What follows belongs to an exercise in optimizing a design on an open flow for small area, a short achievable clock period and few clock cycles per item; a production flow would make more cautious choices. The RTL was checked by simulation tests, not by an equivalence proof against the original design.

--- flow/design.v ---
module ifft_top (
    input  wire        clk,
    input  wire        rst,
    input  wire        ifft_enable,
    input  wire [15:0] in_0_real,
    input  wire [15:0] in_1_real,
    input  wire [15:0] in_2_real,
    input  wire [15:0] in_3_real,
    input  wire [15:0] in_4_real,
    input  wire [15:0] in_5_real,
    input  wire [15:0] in_6_real,
    input  wire [15:0] in_7_real,
    input  wire [15:0] in_8_real,
    input  wire [15:0] in_9_real,
    input  wire [15:0] in_10_real,
    input  wire [15:0] in_11_real,
    input  wire [15:0] in_0_imag,
    input  wire [15:0] in_1_imag,
    input  wire [15:0] in_2_imag,
    input  wire [15:0] in_3_imag,
    input  wire [15:0] in_4_imag,
    input  wire [15:0] in_5_imag,
    input  wire [15:0] in_6_imag,
    input  wire [15:0] in_7_imag,
    input  wire [15:0] in_8_imag,
    input  wire [15:0] in_9_imag,
    input  wire [15:0] in_10_imag,
    input  wire [15:0] in_11_imag,
    output wire [15:0] ifft_out_real,
    output wire [15:0] ifft_out_imag,
    output wire        finish
);
  integer i;
  reg       busy;
  reg [4:0] t;
  reg       fin;
  wire      start = ~busy & ifft_enable;
  always @(posedge clk or negedge rst) begin
    if (!rst) begin
      busy <= 1'b0;
      t    <= 5'd0;
      fin  <= 1'b0;
    end else begin
      if (start) begin
        busy <= 1'b1;
        t    <= 5'd1;
      end else if (busy) begin
        t <= t + 5'd1;
        if (t == 5'd20) busy <= 1'b0;
      end
      fin <= busy & (t >= 5'd4) & (t <= 5'd19);
    end
  end
  assign finish = fin;
  localparam M_ID = 3'd0, M_J = 3'd1, M_T1 = 3'd2, M_T3 = 3'd3,
             M_W1 = 3'd4, M_W3 = 3'd5, M_W5 = 3'd6, M_W7 = 3'd7;
  wire [2:0] modeA2_r;
  wire       r0A_r, r1A_r, r2A_r, r3A_r, r2C_r, n8_r, sw4_r, n4_r, n4_i, bl_r, bp3_r, rot_r;
  wire       jm_r, bp2_r, n0_r, n1_r, n2_r, n3_r, hsx_r, hsy_r, byB_r, byC_r, injA, injC;
  wire [3:1] weC_r, weG_r;
  ifft_ctl u_ctl (
    .clk(clk), .rst(rst), .start(start), .busy(busy),
    .modeA2(modeA2_r), .r0A(r0A_r), .r1A(r1A_r), .r2A(r2A_r), .r3A(r3A_r), .r2C(r2C_r),
    .weC(weC_r), .weG(weG_r), .n8(n8_r), .sw4(sw4_r), .n4r(n4_r), .n4i(n4_i), .bl(bl_r),
    .bp3(bp3_r), .rot(rot_r), .n0(n0_r), .n1(n1_r), .n2(n2_r), .n3(n3_r), .hsx(hsx_r),
    .hsy(hsy_r), .byB(byB_r), .byC(byC_r), .jm(jm_r), .bp2(bp2_r),
    .injA(injA), .injC(injC));
  wire [2:0] modeA2_i = modeA2_r;
  wire       r0A_i = r0A_r, r1A_i = r1A_r, r2A_i = r2A_r, r3A_i = r3A_r, r2C_i = r2C_r;
  wire       n8_i = n8_r, sw4_i = sw4_r, bl_i = bl_r, bp3_i = bp3_r, rot_i = rot_r;
  wire       jm_i = jm_r, bp2_i = bp2_r, n0_i = n0_r, n1_i = n1_r, n2_i = n2_r, n3_i = n3_r;
  wire       hsx_i = hsx_r, hsy_i = hsy_r, byB_i = byB_r, byC_i = byC_r;
  wire [3:1] weC_i = weC_r, weG_i = weG_r;
  reg [15:0] x0r, x0i, x4r, x4i, x8r, x8i;
  reg [15:0] ar[0:2], ai[0:2], br[0:2], bi[0:2], cr[0:2], ci[0:2];
  always @(posedge clk) begin
    if (!busy) begin
      x0r <= in_0_real;   x0i <= in_0_imag;
      x4r <= in_4_real;   x4i <= in_4_imag;
      x8r <= in_8_real;   x8i <= in_8_imag;
      ar[0] <= in_1_real;  ai[0] <= in_1_imag;
      ar[1] <= in_3_real;  ai[1] <= in_3_imag;
      ar[2] <= in_2_real;  ai[2] <= in_2_imag;
      br[0] <= in_5_real;  bi[0] <= in_5_imag;
      br[1] <= in_7_real;  bi[1] <= in_7_imag;
      br[2] <= in_6_real;  bi[2] <= in_6_imag;
      cr[0] <= in_9_real;  ci[0] <= in_9_imag;
      cr[1] <= in_11_real; ci[1] <= in_11_imag;
      cr[2] <= in_10_real; ci[2] <= in_10_imag;
    end else begin
      for (i = 0; i < 3; i = i + 1) begin
        ar[i] <= ar[(i+1)%3]; ai[i] <= ai[(i+1)%3];
        br[i] <= br[(i+1)%3]; bi[i] <= bi[(i+1)%3];
        cr[i] <= cr[(i+1)%3]; ci[i] <= ci[(i+1)%3];
      end
      if (injA) begin ar[2] <= gv_r; ai[2] <= gv_i; end
      if (injC) begin cr[0] <= gv_r; ci[0] <= gv_i; end
    end
  end
  wire        subA_r = r1A_r | r3A_r, subA_i = r1A_i | r3A_i;
  wire [15:0] uopr = r3A_r ? {ar[2][14:0], 1'b0} : ar[0];
  wire [15:0] uopi = r3A_i ? {ai[2][14:0], 1'b0} : ai[0];
  wire [15:0] wopr = cr[0] ^ {16{subA_r}};
  wire [15:0] wopi = ci[0] ^ {16{subA_i}};
  wire [15:0] vopr = r0A_r ? ~br[0] : 16'd0, vopi = r0A_i ? ~bi[0] : 16'd0;
  wire [15:0] pre_r, pre_i;
  ifft_add3 #(16) u_prr (uopr, wopr, vopr, r0A_r, subA_r, pre_r);
  ifft_add3 #(16) u_pri (uopi, wopi, vopi, r0A_i, subA_i, pre_i);
  reg  [15:0] PBr, PBi;
  always @(posedge clk) begin
    PBr <= r2A_r ? br[0] : pre_r;
    PBi <= r2A_i ? bi[0] : pre_i;
  end
  reg [4:0]  cre, cim;
  reg        hs_r, hs_i;
  always @(*) begin
    case (modeA2_r)
      M_W1:    begin cre = 5'b00_11_0; hs_r = 1'b0; end
      M_W3:    begin cre = 5'b11_00_0; hs_r = 1'b0; end
      M_W5:    begin cre = 5'b11_01_1; hs_r = 1'b0; end
      M_W7:    begin cre = 5'b01_11_1; hs_r = 1'b0; end
      M_T1:    begin cre = 5'b00_11_0; hs_r = 1'b1; end
      default: begin cre = 5'b01_11_1; hs_r = 1'b1; end  
    endcase
    case (modeA2_i)
      M_W1:    begin cim = 5'b10_00_0; hs_i = 1'b0; end
      M_W3:    begin cim = 5'b00_10_0; hs_i = 1'b0; end
      M_W5:    begin cim = 5'b00_11_1; hs_i = 1'b0; end
      M_W7:    begin cim = 5'b11_00_1; hs_i = 1'b0; end
      M_T1:    begin cim = 5'b10_00_0; hs_i = 1'b1; end
      default: begin cim = 5'b00_11_1; hs_i = 1'b1; end  
    endcase
  end
  wire byA2_r = (modeA2_r == M_ID) | (modeA2_r == M_J), jA2_r = (modeA2_r == M_J);
  wire byA2_i = (modeA2_i == M_ID) | (modeA2_i == M_J), jA2_i = (modeA2_i == M_J);
  reg [15:0] XRr, YRr, ZRr, XRi, YRi, ZRi;
  reg [3:0]  kreB, kimB, kreC, kimC;    
  always @(posedge clk) begin
    XRr <= byA2_r ? (jA2_r ? -PBi : PBr) : (cre[4] ? PBi : PBr) ^ {16{cre[3]}};
    YRr <= (cre[2] ? PBi : PBr) ^ {16{cre[1]}};
    ZRr <= cre[0] ? ~PBr : 16'd0;
    XRi <= byA2_i ? (jA2_i ? PBr : PBi) : (cim[4] ? PBi : PBr) ^ {16{cim[3]}};
    YRi <= (cim[2] ? PBi : PBr) ^ {16{cim[1]}};
    ZRi <= cim[0] ? ~PBi : 16'd0;
    kreB <= {hs_r, cre[3], cre[1], cre[0]}; kimB <= {hs_i, cim[3], cim[1], cim[0]};
    kreC <= kreB; kimC <= kimB;
  end
  wire [25:0] s_re, c_re, s_im, c_im;
  ifft_tw_comp u_re (.x(XRr), .y(YRr), .z(ZRr), .hx(hsx_r), .hy(hsy_r), .s(s_re), .c(c_re));
  ifft_tw_comp u_im (.x(XRi), .y(YRi), .z(ZRi), .hx(hsx_i), .hy(hsy_i), .s(s_im), .c(c_im));
  reg  [25:0] SRr, CRr, SRi, CRi;
  always @(posedge clk) begin
    SRr <= byB_r ? {XRr, 10'd0} : s_re;  CRr <= byB_r ? 26'd0 : c_re;
    SRi <= byB_i ? {XRi, 10'd0} : s_im;  CRi <= byB_i ? 26'd0 : c_im;
  end
  reg  [25:0] kpr, kpi;
  always @(*) begin
    case ({byC_r, kreC})
      5'd0: kpr = 26'h08e00d1;
      5'd1: kpr = 26'h08e00d2;
      5'd2: kpr = 26'h08e0258;
      5'd3: kpr = 26'h08e0259;
      5'd4: kpr = 26'h08e0483;
      5'd5: kpr = 26'h08e0484;
      5'd6: kpr = 26'h08e060a;
      5'd7: kpr = 26'h08e060b;
      5'd8: kpr = 26'h3bf816c;
      5'd9: kpr = 26'h3bf816d;
      5'd10: kpr = 26'h3bf8440;
      5'd11: kpr = 26'h3bf8441;
      5'd12: kpr = 26'h3bf8440;
      5'd13: kpr = 26'h3bf8441;
      5'd14: kpr = 26'h3bf8714;
      5'd15: kpr = 26'h3bf8715;
      5'd16: kpr = 26'h0000000;
      5'd17: kpr = 26'h0000000;
      5'd18: kpr = 26'h0000000;
      5'd19: kpr = 26'h0000000;
      5'd20: kpr = 26'h0000000;
      5'd21: kpr = 26'h0000000;
      5'd22: kpr = 26'h0000000;
      5'd23: kpr = 26'h0000000;
      5'd24: kpr = 26'h0000000;
      5'd25: kpr = 26'h0000000;
      5'd26: kpr = 26'h0000000;
      5'd27: kpr = 26'h0000000;
      5'd28: kpr = 26'h0000000;
      5'd29: kpr = 26'h0000000;
      5'd30: kpr = 26'h0000000;
      5'd31: kpr = 26'h0000000;
    endcase
  end
  always @(*) begin
    case ({byC_i, kimC})
      5'd0: kpi = 26'h08e00d1;
      5'd1: kpi = 26'h08e00d2;
      5'd2: kpi = 26'h08e0258;
      5'd3: kpi = 26'h08e0259;
      5'd4: kpi = 26'h08e0483;
      5'd5: kpi = 26'h08e0484;
      5'd6: kpi = 26'h08e060a;
      5'd7: kpi = 26'h08e060b;
      5'd8: kpi = 26'h3bf816c;
      5'd9: kpi = 26'h3bf816d;
      5'd10: kpi = 26'h3bf8440;
      5'd11: kpi = 26'h3bf8441;
      5'd12: kpi = 26'h3bf8440;
      5'd13: kpi = 26'h3bf8441;
      5'd14: kpi = 26'h3bf8714;
      5'd15: kpi = 26'h3bf8715;
      5'd16: kpi = 26'h0000000;
      5'd17: kpi = 26'h0000000;
      5'd18: kpi = 26'h0000000;
      5'd19: kpi = 26'h0000000;
      5'd20: kpi = 26'h0000000;
      5'd21: kpi = 26'h0000000;
      5'd22: kpi = 26'h0000000;
      5'd23: kpi = 26'h0000000;
      5'd24: kpi = 26'h0000000;
      5'd25: kpi = 26'h0000000;
      5'd26: kpi = 26'h0000000;
      5'd27: kpi = 26'h0000000;
      5'd28: kpi = 26'h0000000;
      5'd29: kpi = 26'h0000000;
      5'd30: kpi = 26'h0000000;
      5'd31: kpi = 26'h0000000;
    endcase
  end
  wire [15:0] zsr = r2C_r ? ar[0] : 16'd0, zsi = r2C_i ? ai[0] : 16'd0;
  wire [25:0] psum_r, psum_i;
  ifft_add4 #(26) u_psr (SRr, CRr, kpr, {zsr, 10'd0}, 1'b0, 1'b0, psum_r);
  ifft_add4 #(26) u_psi (SRi, CRi, kpi, {zsi, 10'd0}, 1'b0, 1'b0, psum_i);
  wire [15:0] gv_r = psum_r[25:10], gv_i = psum_i[25:10];
  wire [15:0] q0v_r, q0v_i;
  ifft_add3 #(16) u_q0r (ar[0], br[0], cr[0], 1'b0, 1'b0, q0v_r);
  ifft_add3 #(16) u_q0i (ai[0], bi[0], ci[0], 1'b0, 1'b0, q0v_i);
  wire [15:0] gar = jm_r ? ~ai[2] : x0r;
  wire [15:0] gai = jm_i ?  ar[2] : x0i;
  wire [15:0] gbr = jm_r ? ~ci[2] : x8r ^ {16{n8_r}};
  wire [15:0] gbi = jm_i ?  cr[2] : x8i ^ {16{n8_i}};
  wire [15:0] gcr = jm_r ?  bi[2] : (sw4_r ? x4i : x4r) ^ {16{n4_r}};
  wire [15:0] gci = jm_i ? ~br[2] : (sw4_i ? x4r : x4i) ^ {16{n4_i}};
  wire [15:0] g0v_r, g0v_i;
  ifft_add3 #(16) u_g0r (gar, gbr, gcr, n8_r | jm_r, n4_r | jm_r, g0v_r);
  ifft_add3 #(16) u_g0i (gai, gbi, gci, n8_i, n4_i | jm_i, g0v_i);
  reg  [15:0] G0r, G0i;
  always @(posedge clk) begin
    G0r <= g0v_r; G0i <= g0v_i;
  end
  reg [15:0] s1r, s1i, s2r, s2i, s3r, s3i;
  reg [15:0] g0r, g0i, g1r, g1i, g2r, g2i, g3r, g3i;
  always @(posedge clk) begin
    if (weG_r[1] | weC_r[1]) s1r <= weG_r[1] ? q0v_r : gv_r;
    if (weG_i[1] | weC_i[1]) s1i <= weG_i[1] ? q0v_i : gv_i;
    if (weG_r[2] | weC_r[2]) s2r <= weG_r[2] ? G0r : gv_r;
    if (weG_i[2] | weC_i[2]) s2i <= weG_i[2] ? G0i : gv_i;
    if (weG_r[3] | weC_r[3]) s3r <= weG_r[3] ? q0v_r : gv_r;
    if (weG_i[3] | weC_i[3]) s3i <= weG_i[3] ? q0v_i : gv_i;
    if (bl_r) begin
      g0r <= G0r; g1r <= s1r; g2r <= bp2_r ? q0v_r : s2r; g3r <= bp3_r ? gv_r : s3r;
    end else if (rot_r) begin
      g1r <= ~g1i; g3r <= ~g3i;
    end
    if (bl_i) begin
      g0i <= G0i; g1i <= s1i; g2i <= bp2_i ? q0v_i : s2i; g3i <= bp3_i ? gv_i : s3i;
    end else if (rot_i) begin
      g1i <= g1r; g3i <= g3r;
    end
  end
  wire [15:0] o_r, o_i;
  ifft_add4 #(16) u_or (g0r, g2r ^ {16{n2_r}}, g1r ^ {16{n1_r}}, g3r ^ {16{n3_r}}, n0_r, n0_r, o_r);
  ifft_add4 #(16) u_oi (g0i, g2i ^ {16{n2_i}}, g1i ^ {16{n1_i}}, g3i ^ {16{n3_i}}, n0_i, n0_i, o_i);
  reg  [15:0] OR, OI;
  always @(posedge clk) begin
    OR <= o_r; OI <= o_i;
  end
  assign ifft_out_real = OR;
  assign ifft_out_imag = OI;
endmodule
module ifft_tw_comp (
    input  wire [15:0] x,
    input  wire [15:0] y,
    input  wire [15:0] z,
    input  wire        hx,       
    input  wire        hy,       
    output wire [25:0] s,
    output wire [25:0] c
);
  function [25:0] t(input [15:0] v, input integer k);
    t = {10'd0, ~v[15], v[14:0]} << k;
  endfunction
  wire [15:0] nx = ~x, ny = ~y;
  wire [15:0] xg = hx ? x : 16'd0;
  wire [15:0] yg = hy ? ny : 16'd0;
  wire [25:0] o0  = t(x, 10);
  wire [25:0] o1  = t(nx, 6);
  wire [25:0] o5  = t(y, 9);
  wire [25:0] o10 = t(z, 0);
  wire [25:0] o2  = hx ? t(nx, 8) : t(nx, 4);
  wire [25:0] o3  = hx ? t(x, 4)  : t(x, 1);
  wire [25:0] o4  = t(xg, 2);
  wire [25:0] o6  = hy ? t(y, 8)  : t(ny, 7);
  wire [25:0] o7  = hy ? t(ny, 5) : t(y, 3);
  wire [25:0] o8  = hy ? t(ny, 3) : t(ny, 0);
  wire [25:0] o9  = t(yg, 2);
  wire [25:0] a1, b1, a2, b2;
  ifft_csa l0a (o0, o1, o5, a1, b1);
  ifft_csa l0b (a1, b1, o10, a2, b2);
  wire [25:0] s1a, c1a, s1b, c1b, s1c, c1c;
  ifft_csa l1a (o2, o3, o4, s1a, c1a);
  ifft_csa l1b (o6, o7, o8, s1b, c1b);
  ifft_csa l1c (o9, a2, b2, s1c, c1c);
  wire [25:0] s2a, c2a, s2b, c2b;
  ifft_csa l2a (s1a, c1a, s1b, s2a, c2a);
  ifft_csa l2b (c1b, s1c, c1c, s2b, c2b);
  wire [25:0] s3, c3;
  ifft_csa l3 (s2a, c2a, s2b, s3, c3);
  ifft_csa l4 (s3, c3, c2b, s, c);
endmodule
module ifft_add3 #(parameter W = 16) (
    input  wire [W-1:0] a,
    input  wire [W-1:0] b,
    input  wire [W-1:0] d,
    input  wire         ci1,
    input  wire         ci2,
    output wire [W-1:0] y
);
  wire [W-1:0] s = a ^ b ^ d;
  wire [W-1:0] m = (a & b) | (a & d) | (b & d);
  assign y = s + {m[W-2:0], ci1} + {{(W-1){1'b0}}, ci2};
endmodule
module ifft_add4 #(parameter W = 16) (
    input  wire [W-1:0] a,
    input  wire [W-1:0] b,
    input  wire [W-1:0] d,
    input  wire [W-1:0] e,
    input  wire         ci1,
    input  wire         ci2,
    output wire [W-1:0] y
);
  wire [W-1:0] s1 = a ^ b ^ d;
  wire [W-1:0] m1 = (a & b) | (a & d) | (b & d);
  wire [W-1:0] c1 = {m1[W-2:0], ci1};
  wire [W-1:0] s2 = s1 ^ c1 ^ e;
  wire [W-1:0] m2 = (s1 & c1) | (s1 & e) | (c1 & e);
  assign y = s2 + {m2[W-2:0], ci2};
endmodule
module ifft_csa (
    input  wire [25:0] a,
    input  wire [25:0] b,
    input  wire [25:0] d,
    output wire [25:0] s,
    output wire [25:0] c
);
  assign s = a ^ b ^ d;
  wire [25:0] m = (a & b) | (a & d) | (b & d);
  assign c = {m[24:0], 1'b0};
endmodule
module ifft_ctl (
    input  wire       clk,
    input  wire       rst,
    input  wire       start,
    input  wire       busy,
    output reg  [2:0] modeA2,      
    output reg        r0A, r1A, r2A, r3A,    
    output reg        r2C,         
    output reg  [3:1] weC,         
    output reg  [3:1] weG,         
    output reg        n8, sw4, n4r, n4i,  
    output reg        bl, bp3,     
    output reg        rot, n0, n1, n2, n3,    
    output reg        hsx, hsy,    
    output reg        byB, byC,    
    output reg        jm,          
    output reg        bp2,         
    output reg        injA, injC   
);
  localparam M_ID = 3'd0, M_J = 3'd1, M_T1 = 3'd2, M_T3 = 3'd3,
             M_W1 = 3'd4, M_W3 = 3'd5, M_W5 = 3'd6, M_W7 = 3'd7;
  reg [4:0] tc;
  always @(posedge clk or negedge rst) begin
    if (!rst)       tc <= 5'd0;
    else if (start) tc <= 5'd1;
    else if (busy)  tc <= tc + 5'd1;
  end
  wire [4:0] tp = busy ? tc : 5'd0;
  reg [2:0] modeN;
  always @(*) begin
    case (tp)
      5'd0:  modeN = M_T1; 5'd1:  modeN = M_T3;
      5'd2:  modeN = M_T1; 5'd3:  modeN = M_W1; 5'd4:  modeN = M_W3;
      5'd5:  modeN = M_T3; 5'd6:  modeN = M_W5; 5'd7:  modeN = M_W7;
      5'd9:  modeN = M_J;  5'd10: modeN = M_T1; 5'd11: modeN = M_T3;
      default: modeN = M_ID;
    endcase
  end
  wire [1:0] kn = tp[1:0] + 2'd1;           
  reg  [2:0] modeA;
  reg        r2B1, r2B2, hq, byA2n;
  reg  [3:1] weB1, weB2;
  always @(posedge clk) begin
    modeA  <= modeN;
    modeA2 <= modeA;
    r0A  <= (tp <= 5'd1);
    r1A  <= (tp >= 5'd2)  & (tp <= 5'd4);
    r2A  <= (tp >= 5'd5)  & (tp <= 5'd7);
    r3A  <= (tp >= 5'd9)  & (tp <= 5'd11);
    r2B1 <= (tp >= 5'd6)  & (tp <= 5'd8);
    r2B2 <= r2B1;
    r2C  <= r2B2;
    weB1[1] <= (tp == 5'd1) | (tp == 5'd7) | (tp == 5'd11);
    weB1[2] <= (tp == 5'd6) | (tp == 5'd10);
    weB1[3] <= (tp == 5'd2) | (tp == 5'd8) | (tp == 5'd12);
    weB2 <= weB1;
    weC  <= weB2;
    weG[1] <= (tp == 5'd0);
    weG[2] <= (tp == 5'd4);
    weG[3] <= (tp == 5'd1);
    jm   <= (tp == 5'd3);
    n8   <= (tp == 5'd9) | (tp == 5'd13);
    sw4  <= (tp == 5'd9) | (tp == 5'd13);
    n4r  <= (tp == 5'd5) | (tp == 5'd9);
    n4i  <= (tp == 5'd5) | (tp == 5'd13);
    bl   <= (tp == 5'd2) | (tp == 5'd6) | (tp == 5'd10) | (tp == 5'd14);
    bp3  <= (tp == 5'd10) | (tp == 5'd14);
    bp2  <= (tp == 5'd2);
    injA <= (tp >= 5'd5) & (tp <= 5'd7);
    injC <= (tp >= 5'd8) & (tp <= 5'd10);
    rot  <= (kn == 2'd1);
    n0   <= (kn != 2'd0);
    n1   <= (kn == 2'd1) | (kn == 2'd3);
    n2   <= kn[1];
    n3   <= (kn == 2'd1) | (kn == 2'd2);
    hsx  <= (modeA2 == M_T1) | (modeA2 == M_T3);
    hq   <= (modeA == M_T1) | (modeA == M_T3);
    hsy  <= hq;
    byB  <= (modeA2 == M_ID) | (modeA2 == M_J);
    byC  <= byB;
  end
endmodule
--- flow/run.sh ---
#!/bin/bash
# synth_recipe.tcl (not shown) runs the flow's synth.tcl, then flattens the netlist and writes it again
# the make line also repeats each setting of config.mk as NAME=value (left out here)
make -C /OpenROAD-flow-scripts/flow DESIGN_CONFIG=/design/flow/config.mk WORK_HOME=/design/flow/orfs CLKGATE_MAP_FILE= SYNTH_SCRIPT=/design/flow/synth_recipe.tcl finish
--- flow/config.mk ---
export PLATFORM = sky130hd
export DESIGN_NAME = ifft_top
export DESIGN_NICKNAME = ifft_top
export VERILOG_FILES = /design/flow/design.v
export SDC_FILE = /design/flow/constraint.sdc
export NUM_CORES = 4
export LEC_CHECK = 0
export CAP_MARGIN = 20
export CORE_MARGIN = 2
export CORE_UTILIZATION = 40
export SLEW_MARGIN = 20
--- flow/constraint.sdc ---
create_clock -name core_clock -period 13.6 [get_ports {clk}]
set_input_delay 2.7200 -clock core_clock [delete_from_list [all_inputs] [get_ports {clk}]]
set_output_delay 2.7200 -clock core_clock [all_outputs]
set_load 0.01 [all_outputs]
==> results.py, run 1 <==
metrics = {
    "worst_setup_path": {
        "end_kind": "flop",
        "critical_path.top_delay_family": "adder cells",
        "path_cells": "fa_1 -> inv_1 -> fa_1 -> inv_1 -> ha_1 -> a21oi_1 -> o21ai_0 -> a221o_1 -> or3_1 -> o211ai_1 -> and2b_1 -> o21bai_1 -> xnor2_1 -> a221oi_1",
        "crit_type": "reg2reg",
        "crit_path_start_kind": "flop",
        "cp_slowest_stage_delay_ns": 0.92,
        "cp.required_ns": 14.08,
        "path_buf_inv": 2,
        "cp_max_fo": 9,
        "worst_path_max_delay_cell": "xnor2_1",
        "worstPathArrival_ns": 5.59,
    },
    "clock_tree": {
        "clkSinkCount": 985,
        "root_buffer": "clkbuf_16",
        "htree_levels": 3,
        "cts_setup_buffers": 0,
        "cts-hold-fix-buffers": 0,
        "cts_tree": "yes",
        "clock_latency_ns": 0.80,
        "cts_buffers": 110,
        "clkTransAtPathRegs_ns": 0.07,
        "cts.repair.resized": 0,
        "clockBufferDepth": 3,
    },
    "die": {
        "initial_utilization": 0.4035,
        "fp.dieH_um": 390.4,
        "coreArea_sq_mm": 0.1480,
        "fp-row-count": 141,
        "die_w_um": 390.4,
        "die_area_sq_mm": 0.1524,
        "ioPinCount": 420,
    },
    "placement": {
        "port_buffers": 419,
        "gp_congestion": 0.9468,
        "place_inst": 7768,
        "hpwl_um": 161200,
    },
    "synthesis": {
        "synthDistinctLibCells": 82,
        "synth.area.mux_share": 0.09398,
        "synth_edf_count": 320,
        "yosys.area.top_type_share": 0.2189,
        "syn_inst": 5621,
        "syn_avg_cell_area_sq_um": 10.63,
        "syn_area_sq_mm": 0.05973,
        "synth_compound_area_frac": 0.08382,
        "synth_top_family_by_area": "adder cells",
        "synth_seq_cells": 985,
        "synth_common_cells": "728 x inv_1, 653 x dfxtp_1, 495 x fa_1",
        "synthAdderAreaFrac": 0.2337,
        "yosysTopAreaCell": "dfxtp_1",
        "postSynth.asyncResetShare": 0.01218,
        "synthTopCellsByArea": "dfxtp_1 22%, fa_1 17%, edfxtp_1 16%, ha_1 6.6%, mux2_2 6.1%",
        "synth_most_common_cell": "inv_1",
        "synthFlopType": "dfxtp_1",
        "synthXorXnorAreaFrac": 0.05895,
        "yosys.area_share.simple": 0.08210,
        "synth-seq-area-share": 0.3848,
        "yosys_warnings": 15,
    },
    "detailed_routing": {
        "drt_iter0_markers": 4114,
        "vias": 42210,
        "wl_per_cell_um": 25.35,
        "drc_errors": 0,
        "antenna_left": 0,
        "wl_um": 202500,
        "avgViaCountPerCell": 5.284,
        "drt-pass1-iter-count": 6,
    },
    "grt": {
        "antenna_found_initial": 32,
        "grt_first_pass_wirelength_um": 291900,
        "grt_pass1_vias": 42210,
        "gr-total-overflow": 0,
        "grt.total_usage": 0.2642,
        "grt_max_degree": 90,
    },
    "timing": {
        "period_needed_ns": 5.109,
        "hold_viol": 0,
        "slew_viol_final": 0,
        "final.setup.tns_ns": 0,
        "final-setup-viol-count": 0,
        "timing.clock.skew_ns": 0.07629,
        "max_slew.worst_pin.slew_ns": 1.195,
        "grt_setup_unrepaired": "false",
        "relSlewSlack": 0.1974,
        "fmax_ghz": 0.1957,
        "finalCritPeriodShare": 0.3756,
    },
    "layout": {
        "nets": 7148,
        "fillers": 13630,
        "final_layout_size_suffix_gt1_frac": 0.1023,
        "instances_no_fill": 7989,
        "multi_input_area_sq_mm": 0.03308,
        "regArea_sq_mm": 0.02302,
        "area_growth_pct": 16.78,
    },
    "job": {
        "maxCapViolCount": 0,
    },
    "worst_hold_path": {
        "hp-class": "reg2reg",
    },
    "outcome": {
        "outcome": "no timing/DRC/antenna violations",
    },
}
-- per-layer routing --
layer  GRT usage  routed length (um)
met3     0.04807               15240
met4     0.09589                7448
met1      0.3611               87570
met2      0.4185               92110
met5           0                 130
-- path summary, 6_finish.rpt --
path	start	end	slack (ns)	depth (start not counted)
hold reg to reg	u_ctl.hq$_DFF_P_	u_ctl.hsy$_DFF_P_	0.32	0
setup / recovery	u_psr.d[24]$_DFF_P_	g3r[13]$_DFFE_PP_	8.49	14
setup reg to reg	u_psr.d[24]$_DFF_P_	g3r[13]$_DFFE_PP_	8.49	14
max in group asynchronous	rst	busy$_DFF_PN0_	10.88	1
min in group asynchronous	rst	fin$_DFF_PN0_	2.32	1
hold / removal	u_ctl.hq$_DFF_P_	u_ctl.hsy$_DFF_P_	0.32	0
-- per-stage QoR --
stage                     hold WS [ns]  setup slack (ns)  cell area [sq um]  utilization
after detailed placement        0.3121             8.588              65900       0.4452
after global placement          0.3126             8.657              65900       0.4452
final                           0.3238             8.491              69750       0.4712
after floorplan                 0.3096             9.048              59730            -
after CTS                       0.3249             8.591              69690       0.4708
after global routing            0.3318             8.276              69740       0.4711
-- layout make-up --
cell class | instances | area share
timing repair buffer | 481 | 0.06716
multi-input combinational | 3645 | 0.4743
tap | 1930 | 0.03462
inverter | 729 | 0.03930
clock buffer | 153 | 0.04422
antenna | 10 | 0.0003588
sequential | 985 | 0.3300
clock inverter | 56 | 0.01001
-- cells by family (layout without fill, tap and decap cells) --
logic type	count (synthesis)	after routing
AO/OA/AOI/OAI	831	831
XOR/XNOR	402	402
adder cells (fa/ha/maj)	821	821
buffers and inverters	993	1419
flip-flops	985	985
multiplexers	520	520
other	1	13
AND/OR/NAND/NOR	1068	1068
-- sequential cells by signal (all words and copies together) (netlist names), 24 cells and up --
register	count
ai	48
ar	48
bi	48
br	48
ci	48
cr	48
SRi	26
SRr	26
CRi	24
CRr	24
-- placed cells by master (no fill, tap or decap), drive strengths merged, types with 153 or more instances in the layout --
cell type      netlist  routed
o21ai              312     312
mux2               326     326
xnor2              188     188
clkbuf             213     153
nor2               304     304
mux2i              194     194
inv                729     735
nand2              397     397
xor2               214     214
clkdlybuf4s50        0     419
edfxtp             320     320
dfxtp              653     653
ha                 314     314
fa                 495     495
a21oi              234     234
Testbench counts, summed over its fixed seeds: cycles 10,752, items 512.
==> inputs of run 2 (changes only) <==
--- a/flow/design.v
+++ b/flow/design.v
@@ -56,6 +56,7 @@
              M_W1 = 3'd4, M_W3 = 3'd5, M_W5 = 3'd6, M_W7 = 3'd7;
   wire [2:0] modeA2_r;
-  wire       r0A_r, r1A_r, r2A_r, r3A_r, r2C_r, n8_r, sw4_r, n4_r, n4_i, bl_r, bp3_r, rot_r;
-  wire       jm_r, bp2_r, n0_r, n1_r, n2_r, n3_r, hsx_r, hsy_r, byB_r, byC_r, injA, injC;
+  wire       r0A_r, r1A_r, r2A_r, r3A_r, r2C_r, n8_r, sw4_r, n4_r, n4_i, bl_r, bp3_r;
+  wire       jm_r, bp2_r, n0_r, t01_r, t12_r, t23_r, hsx_r, hsy_r, byB_r, byC_r, injA, injC;
+  wire       hsx_i, hsy_i;
   wire [3:1] weC_r, weG_r;
   ifft_ctl u_ctl (
@@ -63,12 +64,12 @@
     .modeA2(modeA2_r), .r0A(r0A_r), .r1A(r1A_r), .r2A(r2A_r), .r3A(r3A_r), .r2C(r2C_r),
     .weC(weC_r), .weG(weG_r), .n8(n8_r), .sw4(sw4_r), .n4r(n4_r), .n4i(n4_i), .bl(bl_r),
-    .bp3(bp3_r), .rot(rot_r), .n0(n0_r), .n1(n1_r), .n2(n2_r), .n3(n3_r), .hsx(hsx_r),
-    .hsy(hsy_r), .byB(byB_r), .byC(byC_r), .jm(jm_r), .bp2(bp2_r),
+    .bp3(bp3_r), .n0(n0_r), .t01(t01_r), .t12(t12_r), .t23(t23_r), .hsx(hsx_r),
+    .hsy(hsy_r), .hsx2(hsx_i), .hsy2(hsy_i), .byB(byB_r), .byC(byC_r), .jm(jm_r), .bp2(bp2_r),
     .injA(injA), .injC(injC));
   wire [2:0] modeA2_i = modeA2_r;
   wire       r0A_i = r0A_r, r1A_i = r1A_r, r2A_i = r2A_r, r3A_i = r3A_r, r2C_i = r2C_r;
-  wire       n8_i = n8_r, sw4_i = sw4_r, bl_i = bl_r, bp3_i = bp3_r, rot_i = rot_r;
-  wire       jm_i = jm_r, bp2_i = bp2_r, n0_i = n0_r, n1_i = n1_r, n2_i = n2_r, n3_i = n3_r;
-  wire       hsx_i = hsx_r, hsy_i = hsy_r, byB_i = byB_r, byC_i = byC_r;
+  wire       n8_i = n8_r, sw4_i = sw4_r, bl_i = bl_r, bp3_i = bp3_r;
+  wire       jm_i = jm_r, bp2_i = bp2_r, n0_i = n0_r, t01_i = t01_r, t12_i = t12_r, t23_i = t23_r;
+  wire       byB_i = byB_r, byC_i = byC_r;
   wire [3:1] weC_i = weC_r, weG_i = weG_r;
   reg [15:0] x0r, x0i, x4r, x4i, x8r, x8i;
@@ -99,9 +100,10 @@
   end
   wire        subA_r = r1A_r | r3A_r, subA_i = r1A_i | r3A_i;
-  wire [15:0] uopr = r3A_r ? {ar[2][14:0], 1'b0} : ar[0];
-  wire [15:0] uopi = r3A_i ? {ai[2][14:0], 1'b0} : ai[0];
-  wire [15:0] wopr = cr[0] ^ {16{subA_r}};
-  wire [15:0] wopi = ci[0] ^ {16{subA_i}};
-  wire [15:0] vopr = r0A_r ? ~br[0] : 16'd0, vopi = r0A_i ? ~bi[0] : 16'd0;
+  wire [15:0] uopr = r3A_r ? {ar[2][14:0], 1'b0} : ar[0] & {16{~r2A_r}};
+  wire [15:0] uopi = r3A_i ? {ai[2][14:0], 1'b0} : ai[0] & {16{~r2A_i}};
+  wire [15:0] wopr = (cr[0] ^ {16{subA_r}}) & {16{~r2A_r}};
+  wire [15:0] wopi = (ci[0] ^ {16{subA_i}}) & {16{~r2A_i}};
+  wire [15:0] vopr = (br[0] ^ {16{r0A_r}}) & {16{r0A_r | r2A_r}};
+  wire [15:0] vopi = (bi[0] ^ {16{r0A_i}}) & {16{r0A_i | r2A_i}};
   wire [15:0] pre_r, pre_i;
   ifft_add3 #(16) u_prr (uopr, wopr, vopr, r0A_r, subA_r, pre_r);
@@ -109,6 +111,6 @@
   reg  [15:0] PBr, PBi;
   always @(posedge clk) begin
-    PBr <= r2A_r ? br[0] : pre_r;
-    PBi <= r2A_i ? bi[0] : pre_i;
+    PBr <= pre_r;
+    PBi <= pre_i;
   end
   reg [4:0]  cre, cim;
@@ -259,16 +261,20 @@
     if (bl_r) begin
       g0r <= G0r; g1r <= s1r; g2r <= bp2_r ? q0v_r : s2r; g3r <= bp3_r ? gv_r : s3r;
-    end else if (rot_r) begin
-      g1r <= ~g1i; g3r <= ~g3i;
+    end else if (t12_r) begin
+      g1r <= g1i; g2r <= ~g2r; g3r <= ~g3i;
+    end else if (t01_r | t23_r) begin
+      g1r <= ~g1r; g3r <= ~g3r;
     end
     if (bl_i) begin
       g0i <= G0i; g1i <= s1i; g2i <= bp2_i ? q0v_i : s2i; g3i <= bp3_i ? gv_i : s3i;
-    end else if (rot_i) begin
-      g1i <= g1r; g3i <= g3r;
+    end else if (t12_i) begin
+      g1i <= ~g1r; g2i <= ~g2i; g3i <= g3r;
+    end else if (t01_i | t23_i) begin
+      g1i <= ~g1i; g3i <= ~g3i;
     end
   end
   wire [15:0] o_r, o_i;
-  ifft_add4 #(16) u_or (g0r, g2r ^ {16{n2_r}}, g1r ^ {16{n1_r}}, g3r ^ {16{n3_r}}, n0_r, n0_r, o_r);
-  ifft_add4 #(16) u_oi (g0i, g2i ^ {16{n2_i}}, g1i ^ {16{n1_i}}, g3i ^ {16{n3_i}}, n0_i, n0_i, o_i);
+  ifft_add4 #(16) u_or (g0r, g2r, g1r, g3r, n0_r, n0_r, o_r);
+  ifft_add4 #(16) u_oi (g0i, g2i, g1i, g3i, n0_i, n0_i, o_i);
   reg  [15:0] OR, OI;
   always @(posedge clk) begin
@@ -369,6 +375,6 @@
     output reg        n8, sw4, n4r, n4i,  
     output reg        bl, bp3,     
-    output reg        rot, n0, n1, n2, n3,    
-    output reg        hsx, hsy,    
+    output reg        n0, t01, t12, t23,      
+    output reg        hsx, hsy, hsx2, hsy2,   
     output reg        byB, byC,    
     output reg        jm,          
@@ -397,5 +403,5 @@
   wire [1:0] kn = tp[1:0] + 2'd1;           
   reg  [2:0] modeA;
-  reg        r2B1, r2B2, hq, byA2n;
+  reg        r2B1, r2B2, hq, hq2;
   reg  [3:1] weB1, weB2;
   always @(posedge clk) begin
@@ -427,12 +433,14 @@
     injA <= (tp >= 5'd5) & (tp <= 5'd7);
     injC <= (tp >= 5'd8) & (tp <= 5'd10);
-    rot  <= (kn == 2'd1);
     n0   <= (kn != 2'd0);
-    n1   <= (kn == 2'd1) | (kn == 2'd3);
-    n2   <= kn[1];
-    n3   <= (kn == 2'd1) | (kn == 2'd2);
+    t01  <= (kn == 2'd0);
+    t12  <= (kn == 2'd1);
+    t23  <= (kn == 2'd2);
     hsx  <= (modeA2 == M_T1) | (modeA2 == M_T3);
     hq   <= (modeA == M_T1) | (modeA == M_T3);
     hsy  <= hq;
+    hsx2 <= (tp == 5'd2) | (tp == 5'd3) | (tp == 5'd4) | (tp == 5'd7) | (tp == 5'd12) | (tp == 5'd13);
+    hq2  <= (tp == 5'd1) | (tp == 5'd2) | (tp == 5'd3) | (tp == 5'd6) | (tp == 5'd11) | (tp == 5'd12);
+    hsy2 <= hq2;
     byB  <= (modeA2 == M_ID) | (modeA2 == M_J);
     byC  <= byB;
==> results.py, run 2 <==
metrics = {
    "clock_tree": {
        "clock_latency_ns": 0.75,
        "htree_levels": 3,
        "clockBufferDepth": 3,
        "clkSinkCount": 987,
        "cts-hold-fix-buffers": 0,
        "cts_buffers": 106,
        "root_buffer": "clkbuf_16",
        "cts_tree": "yes",
        "clkTransAtPathRegs_ns": 0.07,
        "cts_setup_buffers": 0,
        "cts.repair.resized": 0,
    },
    "detailed_routing": {
        "drc_errors": 0,
        "drt_iter0_markers": 4294,
        "wl_um": 210000,
        "avgViaCountPerCell": 5.358,
        "vias": 43000,
        "antenna_left": 0,
        "wl_per_cell_um": 26.17,
        "drt-pass1-iter-count": 6,
    },
    "worst_setup_path": {
        "cp.required_ns": 14.23,
        "worst-r2r-setup-slack_ns": 8.45,
        "crit_type": "reg2reg",
        "path_cells": "buf_4 -> inv_2 -> nor2_2 -> buf_4 -> mux2i_1 -> fa_1 -> fa_1 -> inv_1 -> fa_1 -> a21o_1 -> a21o_1 -> a21oi_1 -> o21ai_0 -> a311o_1 -> a31oi_1 -> o21bai_1 -> xor2_1",
        "cp_max_fo": 58,
        "cpMostUsedCell": "fa_1",
        "critical_path.top_delay_family": "buffers and inverters",
        "crit_path_start_kind": "flop",
        "end_kind": "flop",
        "path_buf_inv": 4,
        "cp_slowest_stage_delay_ns": 0.60,
        "worst_path_max_delay_cell": "fa_1",
        "worstPathArrival_ns": 5.77,
    },
    "placement": {
        "gp_congestion": 0.9612,
        "place_area_sq_mm": 0.06587,
        "port_buffers": 419,
        "hpwl_um": 168600,
    },
    "layout": {
        "final_layout_size_suffix_gt1_frac": 0.09928,
        "area_growth_pct": 16.35,
        "mostFrequentLayoutCell": "inv_1",
        "fin_util": 0.4698,
        "final_cell_mix": "672 x inv_1, 641 x dfxtp_1, 496 x fa_1",
        "nets": 7185,
        "fin_area_sq_mm": 0.06953,
    },
    "grt": {
        "grt_pass1_vias": 42720,
        "gr-total-overflow": 0,
        "grt_first_pass_wirelength_um": 300900,
        "grt_max_degree": 163,
        "antenna_found_initial": 24,
        "grt.total_usage": 0.2738,
    },
    "die": {
        "ioPinCount": 420,
        "initial_utilization": 0.4038,
        "fp.dieH_um": 390.5,
        "die_area_sq_mm": 0.1525,
        "coreArea_sq_mm": 0.1480,
        "die_w_um": 390.5,
        "fp-row-count": 141,
    },
    "timing": {
        "period_needed_ns": 5.146,
        "grt_setup_unrepaired": "false",
        "finalCritPeriodShare": 0.3784,
        "slew_viol_final": 0,
        "fmax_ghz": 0.1943,
        "final-setup-viol-count": 0,
        "relSlewSlack": 0.1199,
        "hold_viol": 0,
        "timing.clock.skew_ns": 0.04449,
        "final.setup.tns_ns": 0,
        "max_slew.worst_pin.slew_ns": 1.314,
    },
    "synthesis": {
        "synth_edf_count": 320,
        "syn_avg_cell_area_sq_um": 10.51,
        "syn_inst": 5686,
        "syn_area_sq_mm": 0.05976,
        "postSynth.asyncResetShare": 0.01216,
        "yosys_warnings": 15,
        "synthDistinctLibCells": 80,
        "synth_seq_cells": 987,
        "synthTopCellsByArea": "dfxtp_1 22%, fa_1 17%, edfxtp_1 16%, ha_1 6.4%, mux2_2 6.0%",
        "yosys.area.top_type_share": 0.2194,
        "synth-seq-area-share": 0.3852,
        "synth_most_common_cell": "inv_1",
        "yosysTopAreaCell": "dfxtp_1",
        "synth_common_cells": "672 x inv_1, 655 x dfxtp_1, 496 x fa_1",
        "synthFlopType": "dfxtp_1",
    },
    "job": {
        "maxCapViolCount": 0,
    },
    "outcome": {
        "outcome": "no timing/DRC/antenna violations",
    },
    "worst_hold_path": {
        "hp-class": "reg2reg",
    },
}
-- run 2: cell count changes after synthesis, moves of 15 or more --
| cell | before | now |
|---|---|---|
| a211oi_1 | 23 | 53 |
| a31oi_1 | 12 | 33 |
| a21o_1 | 48 | 63 |
| inv_1 | 728 | 672 |
| mux2i_1 | 194 | 223 |
| o21ai_0 | 310 | 347 |
| a21oi_1 | 233 | 272 |
| nand2b_1 | 55 | 24 |
| nor2_1 | 304 | 321 |
| nand2_1 | 397 | 467 |
| xor2_1 | 214 | 133 |
-- run 2: cell type report --
type / instances / area (sq um)
fill: 13700 / 78480
multi-input combinational: 3757 / 33290
sequential: 987 / 23060
clock buffer: 152 / 3156
timing repair buffer: 468 / 4574
clock inverter: 44 / 476.7
inverter: 676 / 2542
antenna: 11 / 27.53
tap: 1930 / 2415
-- run 2: through the flow --
stage	hold WS, ns	setup WS (ns)	std cells
2_1_floorplan	0.3096	9.404	5689
3_3_place_gp	0.3109	8.656	7818
3_5_place_dp	0.3121	8.571	7818
4_1_cts	0.3154	8.583	8014
5_1_grt	0.3321	8.162	8015
6_report	0.3260	8.454	8025
-- run 2: worst reg2reg max path: stages, from the launching register on --
cell,delay (ns)
dfxtp_2,0.32
buf_4,0.52
inv_2,0.58
nor2_2,0.20
buf_4,0.36
mux2i_1,0.18
fa_1,0.60
fa_1,0.19
inv_1,0.07
fa_1,0.46
a21o_1,0.19
a21o_1,0.19
a21oi_1,0.19
o21ai_0,0.21
a311o_1,0.38
a31oi_1,0.19
o21bai_1,0.09
xor2_1,0.14
-- run 2: worst paths after layout --
check / start / end / cells after the start
min reg2reg: u_ctl.weB1[1]$_DFF_P_ / u_ctl.weB2[1]$_DFF_P_ / 0
max in group asynchronous: rst / busy$_DFF_PN0_ / 1
max reg2reg: u_ctl.injA$_DFF_P_ / PBi[14]$_DFF_P_ / 17
max: u_ctl.injA$_DFF_P_ / PBi[14]$_DFF_P_ / 17
min in group asynchronous: rst / busy$_DFF_PN0_ / 1
min: u_ctl.weB1[1]$_DFF_P_ / u_ctl.weB2[1]$_DFF_P_ / 0
-- run 2: cell families (layout without fill, tap and decap cells) --
kind of cell               after synthesis  count (layout)  synth area share
AOI/OAI and AO/OA                      961             961           0.09564
xor gates and xnor gates               320             320           0.04690
adders and majority gates              803             803            0.2304
buffers and inverters                  945            1340           0.05988
DFF                                    987             987            0.3852
muxes                                  543             543           0.09764
other                                    1              15        0.00006275
and+or+nand+nor                       1126            1126           0.08429
-- run 2: routing by layer --
metal  up-vias  share of wire  track usage
met5         -        0.00032            0
met4        10          0.037      0.09442
met3       312          0.088      0.05854
met2      1857           0.44       0.4184
met1     21290           0.43       0.3836
li1      19530              -            -
Testbench counts of run 2, summed over its fixed seeds: cycles 10,752, items 512.
==> inputs of run 3 (changes only) <==
--- a/flow/design.v
+++ b/flow/design.v
@@ -136,17 +136,22 @@
   wire byA2_r = (modeA2_r == M_ID) | (modeA2_r == M_J), jA2_r = (modeA2_r == M_J);
   wire byA2_i = (modeA2_i == M_ID) | (modeA2_i == M_J), jA2_i = (modeA2_i == M_J);
-  reg [15:0] XRr, YRr, ZRr, XRi, YRi, ZRi;
+  reg [15:0] XRr, YRr, XRi, YRi;
+  reg        zcr, zyr, zci, zyi;
   reg [3:0]  kreB, kimB, kreC, kimC;    
   always @(posedge clk) begin
     XRr <= byA2_r ? (jA2_r ? -PBi : PBr) : (cre[4] ? PBi : PBr) ^ {16{cre[3]}};
     YRr <= (cre[2] ? PBi : PBr) ^ {16{cre[1]}};
-    ZRr <= cre[0] ? ~PBr : 16'd0;
+    zcr <= cre[0];
+    zyr <= (modeA2_r == M_W5);
     XRi <= byA2_i ? (jA2_i ? PBr : PBi) : (cim[4] ? PBi : PBr) ^ {16{cim[3]}};
     YRi <= (cim[2] ? PBi : PBr) ^ {16{cim[1]}};
-    ZRi <= cim[0] ? ~PBi : 16'd0;
+    zci <= cim[0];
+    zyi <= (modeA2_i == M_W5) | (modeA2_i == M_T3);
     kreB <= {hs_r, cre[3], cre[1], cre[0]}; kimB <= {hs_i, cim[3], cim[1], cim[0]};
     kreC <= kreB; kimC <= kimB;
   end
   wire [25:0] s_re, c_re, s_im, c_im;
+  wire [15:0] ZRr = (zyr ? YRr : XRr) & {16{zcr}};
+  wire [15:0] ZRi = (zyi ? YRi : XRi) & {16{zci}};
   ifft_tw_comp u_re (.x(XRr), .y(YRr), .z(ZRr), .hx(hsx_r), .hy(hsy_r), .s(s_re), .c(c_re));
   ifft_tw_comp u_im (.x(XRi), .y(YRi), .z(ZRi), .hx(hsx_i), .hy(hsy_i), .s(s_im), .c(c_im));
--- a/flow/config.mk
+++ b/flow/config.mk
@@ -6,6 +6,6 @@
 export NUM_CORES = 4
 export LEC_CHECK = 0
-export CAP_MARGIN = 20
+export CAP_MARGIN = 80
 export CORE_MARGIN = 2
 export CORE_UTILIZATION = 40
-export SLEW_MARGIN = 20
+export SLEW_MARGIN = 80
==> results.py, run 3 <==
metrics = {
    "grt": {
        "grt.total_usage": 0.2859,
        "grt_pass1_vias": 45150,
        "grt_first_pass_wirelength_um": 316700,
        "grt_max_degree": 50,
        "gr-total-overflow": 0,
        "antenna_found_initial": 20,
    },
    "synthesis": {
        "synthTopCellsByArea": "dfxtp_1 21%, fa_1 16%, edfxtp_1 16%, ha_1 6.3%, mux2_2 6.2%",
        "synth_most_common_cell": "inv_1",
        "syn_area_sq_mm": 0.06037,
        "yosysTopAreaCell": "dfxtp_1",
        "syn_inst": 5833,
        "synthFlopType": "dfxtp_1",
        "synthDistinctLibCells": 85,
        "synth_seq_cells": 957,
        "synth_common_cells": "665 x inv_1, 625 x dfxtp_1, 496 x fa_1",
        "synth_edf_count": 320,
        "postSynth.asyncResetShare": 0.01254,
        "yosys.area.top_type_share": 0.2073,
        "synth-seq-area-share": 0.3714,
        "syn_avg_cell_area_sq_um": 10.35,
        "yosys_warnings": 15,
    },
    "timing": {
        "hold_viol": 0,
        "fmax_ghz": 0.1779,
        "final.setup.tns_ns": 0,
        "final-setup-viol-count": 0,
        "slew_viol_final": 0,
        "finalCritPeriodShare": 0.4133,
        "grt_setup_unrepaired": "false",
        "period_needed_ns": 5.621,
        "timing.clock.skew_ns": 0.04878,
    },
    "placement": {
        "hpwl_um": 181600,
        "port_buffers": 419,
        "place_area_sq_mm": 0.07159,
        "place_inst": 8238,
        "gp_congestion": 0.9770,
    },
    "worst_setup_path": {
        "r2r_cells": 18,
        "cp_max_fo": 28,
        "cp.required_ns": 14.27,
        "r2r-start": "u_ctl.jm$_DFF_P_",
        "crit_path_start_kind": "flop",
        "worstPathArrival_ns": 6.29,
        "crit_start": "u_ctl.jm$_DFF_P_",
        "crit_type": "reg2reg",
        "end_kind": "flop",
        "worst-r2r-setup-slack_ns": 7.98,
    },
    "layout": {
        "instances_no_fill": 8461,
        "fin_area_sq_mm": 0.07600,
        "fin_util": 0.5074,
        "final_cell_mix": "654 x inv_1, 491 x fa_1, 477 x nand2_1",
        "final_layout_size_suffix_gt1_frac": 0.2163,
        "area_growth_pct": 25.89,
        "nets": 7533,
        "mostFrequentLayoutCell": "inv_1",
    },
    "clock_tree": {
        "clock_latency_ns": 0.76,
        "htree_levels": 3,
        "clkSinkCount": 957,
        "clkTransAtPathRegs_ns": 0.06,
        "root_buffer": "clkbuf_16",
        "cts.repair.resized": 0,
        "clockBufferDepth": 3,
        "cts_buffers": 106,
        "cts_setup_buffers": 0,
        "cts-hold-fix-buffers": 0,
        "cts_tree": "yes",
    },
    "detailed_routing": {
        "drt_iter0_markers": 4988,
        "vias": 46010,
        "avgViaCountPerCell": 5.438,
        "wl_per_cell_um": 26.22,
        "drt-pass1-iter-count": 6,
        "drc_errors": 0,
        "antenna_left": 0,
        "wl_um": 221900,
    },
    "worst_hold_path": {
        "holdPathStages": 0,
        "hp-start": "u_ctl.weB2[3]$_DFF_P_",
        "hp-class": "reg2reg",
    },
    "die": {
        "fp.dieH_um": 392.5,
        "initial_utilization": 0.4031,
        "die_area_sq_mm": 0.1540,
        "coreArea_sq_mm": 0.1498,
        "fp-row-count": 142,
        "die_w_um": 392.5,
        "ioPinCount": 420,
    },
    "outcome": {
        "outcome": "no timing/DRC/antenna violations",
    },
    "job": {
        "maxCapViolCount": 0,
    },
}
run 3: changes by cell type after synthesis, sizes merged, moves of 14 or more:
| cell | previous run | this run |
|---|---|---|
| nor2b | 120 | 159 |
| xnor2 | 187 | 153 |
| nor2 | 321 | 289 |
| dfxtp | 655 | 625 |
| clkbuf | 222 | 246 |
| nand3 | 35 | 56 |
| o31ai | 8 | 29 |
| nand2 | 467 | 483 |
| o211ai | 29 | 44 |
| or3 | 10 | 24 |
run 3: routing by layer:
metal | GRT usage | up-vias | wire (um)
met5 | 0 | - | 58
met4 | 0.1115 | 4 | 9819
met3 | 0.06085 | 407 | 19330
met2 | 0.4369 | 2123 | 98150
met1 | 0.3951 | 22770 | 94490
li1 | - | 20710 | -
run 3: path summary, 6_finish.rpt:
path,end
worst min-delay path,u_ctl.weC[3]$_DFF_P_
min in group asynchronous,u_ctl.tc[3]$_DFFE_PN0P_
worst max register to register,G0r[13]$_DFF_P_
worst min register to register,u_ctl.weC[3]$_DFF_P_
worst max-delay path,G0r[13]$_DFF_P_
max in group asynchronous,busy$_DFF_PN0_
run 3: cells by family after synthesis:
kind of cell,synth area share
simple gates,0.09393
compound gates,0.1080
buf+inv,0.06017
flops,0.3714
fa+ha+maj,0.2279
mux,0.09753
xor+xnor,0.04106
other cells,0.00006212
run 3: worst max-delay path: stages (launching register included):
cell	delay, ns
dfxtp_4	0.43
buf_6	0.21
buf_6	0.21
buf_8	0.23
buf_16	0.20
o21ai_0	0.15
fa_1	0.52
fa_1	0.44
a21o_1	0.21
a21oi_4	0.23
o2111ai_4	0.16
a2111oi_4	0.32
clkdlybuf4s50_1	0.53
clkdlybuf4s50_1	0.47
clkdlybuf4s25_1	0.27
clkdlybuf4s50_1	0.49
nor2_1	0.07
a31oi_1	0.23
xnor2_1	0.14
run 3: layout make-up:
class | instances | area, sq um
Fill cell | 13400 | 73770
Multi-Input combinational cell | 3918 | 37010
Sequential cell | 957 | 22850
Timing Repair Buffer | 690 | 7376
Clock buffer | 154 | 3153
Inverter | 671 | 2555
Tap cell | 2016 | 2522
Clock inverter | 46 | 516.7
Antenna cell | 9 | 22.52
run 3: per-stage QoR:
| step | hold slack, ns | setup WS (ns) |
|---|---|---|
| floorplan | 0.3096 | 9.177 |
| global placement | 0.3103 | 8.674 |
| CTS | 0.3247 | 7.964 |
| global route | 0.3244 | 7.747 |
| finish | 0.3238 | 7.979 |
| detailed placement | 0.3118 | 8.007 |
Testbench counts of run 3, summed over its fixed seeds: cycles 10,752, items 512.
==> inputs of run 4 (changes only) <==
--- a/flow/design.v
+++ b/flow/design.v
@@ -55,22 +55,23 @@
   localparam M_ID = 3'd0, M_J = 3'd1, M_T1 = 3'd2, M_T3 = 3'd3,
              M_W1 = 3'd4, M_W3 = 3'd5, M_W5 = 3'd6, M_W7 = 3'd7;
-  wire [2:0] modeA2_r;
-  wire       r0A_r, r1A_r, r2A_r, r3A_r, r2C_r, n8_r, sw4_r, n4_r, n4_i, bl_r, bp3_r;
-  wire       jm_r, bp2_r, n0_r, t01_r, t12_r, t23_r, hsx_r, hsy_r, byB_r, byC_r, injA, injC;
-  wire       hsx_i, hsy_i;
+  wire [2:0] modeA2_r, modeA2_i;
+  wire       r0A_r, r1A_r, r2A_r, r3A_r, r2C_r, n8_r, sw4_r, n4_r, bl_r, bp3_r, jm_r, bp2_r;
+  wire       n0_r, t01_r, t12_r, t23_r, hsx_r, hsy_r, byB_r, byC_r, injA_r, injC_r;
   wire [3:1] weC_r, weG_r;
-  ifft_ctl u_ctl (
+  wire       r0A_i, r1A_i, r2A_i, r3A_i, r2C_i, n8_i, sw4_i, n4_i, bl_i, bp3_i, jm_i, bp2_i;
+  wire       n0_i, t01_i, t12_i, t23_i, hsx_i, hsy_i, byB_i, byC_i, injA_i, injC_i;
+  wire [3:1] weC_i, weG_i;
+  ifft_ctl #(.IM(0)) u_cr (
     .clk(clk), .rst(rst), .start(start), .busy(busy),
     .modeA2(modeA2_r), .r0A(r0A_r), .r1A(r1A_r), .r2A(r2A_r), .r3A(r3A_r), .r2C(r2C_r),
-    .weC(weC_r), .weG(weG_r), .n8(n8_r), .sw4(sw4_r), .n4r(n4_r), .n4i(n4_i), .bl(bl_r),
-    .bp3(bp3_r), .n0(n0_r), .t01(t01_r), .t12(t12_r), .t23(t23_r), .hsx(hsx_r),
-    .hsy(hsy_r), .hsx2(hsx_i), .hsy2(hsy_i), .byB(byB_r), .byC(byC_r), .jm(jm_r), .bp2(bp2_r),
-    .injA(injA), .injC(injC));
-  wire [2:0] modeA2_i = modeA2_r;
-  wire       r0A_i = r0A_r, r1A_i = r1A_r, r2A_i = r2A_r, r3A_i = r3A_r, r2C_i = r2C_r;
-  wire       n8_i = n8_r, sw4_i = sw4_r, bl_i = bl_r, bp3_i = bp3_r;
-  wire       jm_i = jm_r, bp2_i = bp2_r, n0_i = n0_r, t01_i = t01_r, t12_i = t12_r, t23_i = t23_r;
-  wire       byB_i = byB_r, byC_i = byC_r;
-  wire [3:1] weC_i = weC_r, weG_i = weG_r;
+    .weC(weC_r), .weG(weG_r), .n8(n8_r), .sw4(sw4_r), .n4(n4_r), .bl(bl_r), .bp3(bp3_r),
+    .n0(n0_r), .t01(t01_r), .t12(t12_r), .t23(t23_r), .hsx(hsx_r), .hsy(hsy_r),
+    .byB(byB_r), .byC(byC_r), .jm(jm_r), .bp2(bp2_r), .injA(injA_r), .injC(injC_r));
+  ifft_ctl #(.IM(1)) u_ci (
+    .clk(clk), .rst(rst), .start(start), .busy(busy),
+    .modeA2(modeA2_i), .r0A(r0A_i), .r1A(r1A_i), .r2A(r2A_i), .r3A(r3A_i), .r2C(r2C_i),
+    .weC(weC_i), .weG(weG_i), .n8(n8_i), .sw4(sw4_i), .n4(n4_i), .bl(bl_i), .bp3(bp3_i),
+    .n0(n0_i), .t01(t01_i), .t12(t12_i), .t23(t23_i), .hsx(hsx_i), .hsy(hsy_i),
+    .byB(byB_i), .byC(byC_i), .jm(jm_i), .bp2(bp2_i), .injA(injA_i), .injC(injC_i));
   reg [15:0] x0r, x0i, x4r, x4i, x8r, x8i;
   reg [15:0] ar[0:2], ai[0:2], br[0:2], bi[0:2], cr[0:2], ci[0:2];
@@ -95,6 +96,8 @@
         cr[i] <= cr[(i+1)%3]; ci[i] <= ci[(i+1)%3];
       end
-      if (injA) begin ar[2] <= gv_r; ai[2] <= gv_i; end
-      if (injC) begin cr[0] <= gv_r; ci[0] <= gv_i; end
+      if (injA_r) ar[2] <= gv_r;
+      if (injA_i) ai[2] <= gv_i;
+      if (injC_r) cr[0] <= gv_r;
+      if (injC_i) ci[0] <= gv_i;
     end
   end
@@ -368,5 +371,5 @@
   assign c = {m[24:0], 1'b0};
 endmodule
-module ifft_ctl (
+module ifft_ctl #(parameter IM = 0) (
     input  wire       clk,
     input  wire       rst,
@@ -378,8 +381,8 @@
     output reg  [3:1] weC,         
     output reg  [3:1] weG,         
-    output reg        n8, sw4, n4r, n4i,  
+    output reg        n8, sw4, n4,  
     output reg        bl, bp3,     
     output reg        n0, t01, t12, t23,      
-    output reg        hsx, hsy, hsx2, hsy2,   
+    output reg        hsx, hsy,    
     output reg        byB, byC,    
     output reg        jm,          
@@ -408,5 +411,5 @@
   wire [1:0] kn = tp[1:0] + 2'd1;           
   reg  [2:0] modeA;
-  reg        r2B1, r2B2, hq, hq2;
+  reg        r2B1, r2B2, hq, ia1, sw1;
   reg  [3:1] weB1, weB2;
   always @(posedge clk) begin
@@ -430,11 +433,12 @@
     jm   <= (tp == 5'd3);
     n8   <= (tp == 5'd9) | (tp == 5'd13);
-    sw4  <= (tp == 5'd9) | (tp == 5'd13);
-    n4r  <= (tp == 5'd5) | (tp == 5'd9);
-    n4i  <= (tp == 5'd5) | (tp == 5'd13);
+    sw1  <= (tp == 5'd8) | (tp == 5'd12);
+    sw4  <= sw1;
+    n4   <= (tp == 5'd5) | (tp == (IM ? 5'd13 : 5'd9));
     bl   <= (tp == 5'd2) | (tp == 5'd6) | (tp == 5'd10) | (tp == 5'd14);
     bp3  <= (tp == 5'd10) | (tp == 5'd14);
     bp2  <= (tp == 5'd2);
-    injA <= (tp >= 5'd5) & (tp <= 5'd7);
+    ia1  <= (tp >= 5'd4) & (tp <= 5'd6);
+    injA <= ia1;
     injC <= (tp >= 5'd8) & (tp <= 5'd10);
     n0   <= (kn != 2'd0);
@@ -445,7 +449,4 @@
     hq   <= (modeA == M_T1) | (modeA == M_T3);
     hsy  <= hq;
-    hsx2 <= (tp == 5'd2) | (tp == 5'd3) | (tp == 5'd4) | (tp == 5'd7) | (tp == 5'd12) | (tp == 5'd13);
-    hq2  <= (tp == 5'd1) | (tp == 5'd2) | (tp == 5'd3) | (tp == 5'd6) | (tp == 5'd11) | (tp == 5'd12);
-    hsy2 <= hq2;
     byB  <= (modeA2 == M_ID) | (modeA2 == M_J);
     byC  <= byB;
--- a/flow/config.mk
+++ b/flow/config.mk
@@ -6,6 +6,6 @@
 export NUM_CORES = 4
 export LEC_CHECK = 0
-export CAP_MARGIN = 80
+export CAP_MARGIN = 20
 export CORE_MARGIN = 2
 export CORE_UTILIZATION = 40
-export SLEW_MARGIN = 80
+export SLEW_MARGIN = 20
==> results.py, run 4 <==
metrics = {
    "outcome": {
        "outcome": "no timing/DRC/antenna violations",
    },
    "placement": {
        "pre_cts_slack_ns": 8.783,
        "port_buffers": 419,
        "hpwl_um": 163300,
    },
    "grt": {
        "grt.total_usage": 0.2536,
        "antenna_found_initial": 21,
        "gr-total-overflow": 0,
        "grt_max_degree": 86,
        "grt_first_pass_wirelength_um": 295000,
    },
    "timing": {
        "slew_viol_final": 0,
        "fmax_ghz": 0.2021,
        "period_needed_ns": 4.949,
        "finalCritPeriodShare": 0.3639,
        "hold_viol": 0,
        "whs_ns": 0.3193,
        "final-setup-viol-count": 0,
        "timing.clock.skew_ns": 0.09891,
        "final.setup.tns_ns": 0,
        "fin_ws_ns": 8.651,
    },
    "worst_setup_path": {
        "worstPathArrival_ns": 5.63,
        "cp_max_fo": 33,
        "path_cells": "buf_4 -> nor2b_1 -> mux2i_1 -> fa_1 -> fa_1 -> inv_1 -> fa_1 -> a21o_1 -> a21oi_1 -> o21bai_1 -> a21o_1 -> a21oi_1 -> o211ai_1 -> a31o_2 -> a21oi_1 -> xnor2_1",
        "crit_path_end": "PBi[14]$_DFF_P_",
        "cp.depth": 16,
        "timing.rr.end": "PBi[14]$_DFF_P_",
        "critical_path.top_delay_family": "compound AO/OA/AOI/OAI gates",
        "cp.required_ns": 14.28,
        "worst-r2r-setup-slack_ns": 8.65,
    },
    "clock_tree": {
        "clock_latency_ns": 0.80,
        "clockBufferDepth": 3,
        "clkTransAtPathRegs_ns": 0.07,
        "htree_levels": 3,
        "cts-hold-fix-buffers": 0,
        "root_buffer": "clkbuf_16",
        "cts_buffers": 110,
        "cts_setup_buffers": 0,
        "cts_tree": "yes",
    },
    "die": {
        "die_area_sq_mm": 0.1575,
        "coreArea_sq_mm": 0.1537,
        "fp.dieH_um": 396.9,
    },
    "layout": {
        "area_growth_pct": 16.21,
        "final_layout_size_suffix_gt1_frac": 0.1002,
        "final_cell_mix": "682 x inv_1, 657 x dfxtp_1, 496 x fa_1",
        "mostFrequentLayoutCell": "inv_1",
        "regArea_sq_mm": 0.02352,
        "nets": 7423,
        "fillers": 14290,
    },
    "detailed_routing": {
        "vias": 44510,
        "avgViaCountPerCell": 5.314,
        "drt_iter0_markers": 4119,
        "drc_errors": 0,
        "drt-pass1-iter-count": 6,
        "antenna_left": 0,
        "wl_um": 202300,
    },
    "synthesis": {
        "yosys.area.top_type_share": 0.2179,
        "synth_seq_cells": 1009,
        "yosys_warnings": 16,
        "synthTopCellsByArea": "dfxtp_1 22%, fa_1 16%, edfxtp_1 16%, ha_1 6.2%, mux2_2 6.1%",
        "syn_area_sq_mm": 0.06174,
        "syn_inst": 5945,
        "syn_avg_cell_area_sq_um": 10.39,
        "yosysTopAreaCell": "dfxtp_1",
        "synth_common_cells": "682 x inv_1, 672 x dfxtp_1, 496 x fa_1",
        "synth_edf_count": 320,
        "synth_most_common_cell": "inv_1",
        "synth-seq-area-share": 0.3804,
    },
    "job": {
        "maxCapViolCount": 0,
    },
}
[run 4: final cells by class]
type                            instances  area share
Multi-Input combinational cell       3958      0.4822
Sequential cell                      1009      0.3277
Timing Repair Buffer                  467     0.06358
Clock buffer                          157     0.04499
Inverter                              687     0.03601
Tap cell                             2044     0.03564
Clock inverter                         50    0.009660
Antenna cell                            5   0.0001744
[run 4: layer usage]
layer  routed length [um]  track usage  part of all wire
met4                 6249      0.07747             0.031
met1                85830       0.3392              0.42
met2                96260       0.4206              0.48
met3                13880      0.04068             0.069
met5                   55            0           0.00027
[run 4: worst min path at each step]
stage                               startpoint             endpoint  slack [ns]
final                        u_ci.r2B2$_DFF_P_     u_ci.r2C$_DFF_P_        0.32
after global routing         u_ci.r2B2$_DFF_P_     u_ci.r2C$_DFF_P_        0.31
after CTS                    u_ci.r2B2$_DFF_P_     u_ci.r2C$_DFF_P_        0.32
after detailed placement  u_ci.weB2[3]$_DFF_P_  u_ci.weC[3]$_DFF_P_        0.31
after global placement    u_cr.weB2[3]$_DFF_P_  u_cr.weC[3]$_DFF_P_        0.31
after floorplan                u_ci.hq$_DFF_P_     u_ci.hsy$_DFF_P_        0.31
[run 4: cells by family (layout without fill, tap and decap cells)]
kind of cell | count (synthesis) | after routing | synth area share
AO/OA/AOI/OAI | 1067 | 1067 | 0.1052
multiplexers | 564 | 564 | 0.09818
XOR/XNOR | 272 | 272 | 0.03858
flip-flops | 1009 | 1009 | 0.3804
other | 1 | 9 | 0.00006073
buffers and inverters | 981 | 1361 | 0.05964
AND/OR/NAND/NOR | 1248 | 1248 | 0.09494
adder cells (fa/ha/maj) | 803 | 803 | 0.2230
[run 4: through the flow]
stage | area (sq um) | std cells
6_report | 71760 | 8377
5_1_grt | 71740 | 8372
4_1_cts | 71710 | 8370
3_5_place_dp | 67790 | 8163
3_3_place_gp | 67790 | 8163
2_1_floorplan | 61760 | 5948
Testbench counts of run 4, summed over its fixed seeds: cycles 10,752, items 512.

[re-timing with driven ports]
The flow's constraints put no driver on any port. The routed layouts listed below were extracted and timed again, unchanged, in two steps. Step 1 assumes that a clkbuf_16 drives the clock port and a buf_2 every other input. Step 2 also shifts input and output timing later by t, the mid clock arrival at the registers, as if the neighbouring blocks saw the same clock. Three values: no drivers, after step 1, after step 2; two values: the first two.
run | t (ns) | setup slack, ns | hold WS [ns]
run 1 | 0.844 | 8.491 / 8.491 / 8.491 | 0.324 / 0.324 / 0.324
run 2 | 0.809 | 8.454 / 8.454 / 8.454 | 0.326 / 0.326 / 0.326
run 3 | 0.811 | 7.979 / 7.979 / 7.979 | 0.324 / 0.324 / 0.324
run 4 | 0.831 | 8.651 / 8.651 / 8.651 | 0.319 / 0.319 / 0.319
After both steps setup and hold are still met in every run listed.
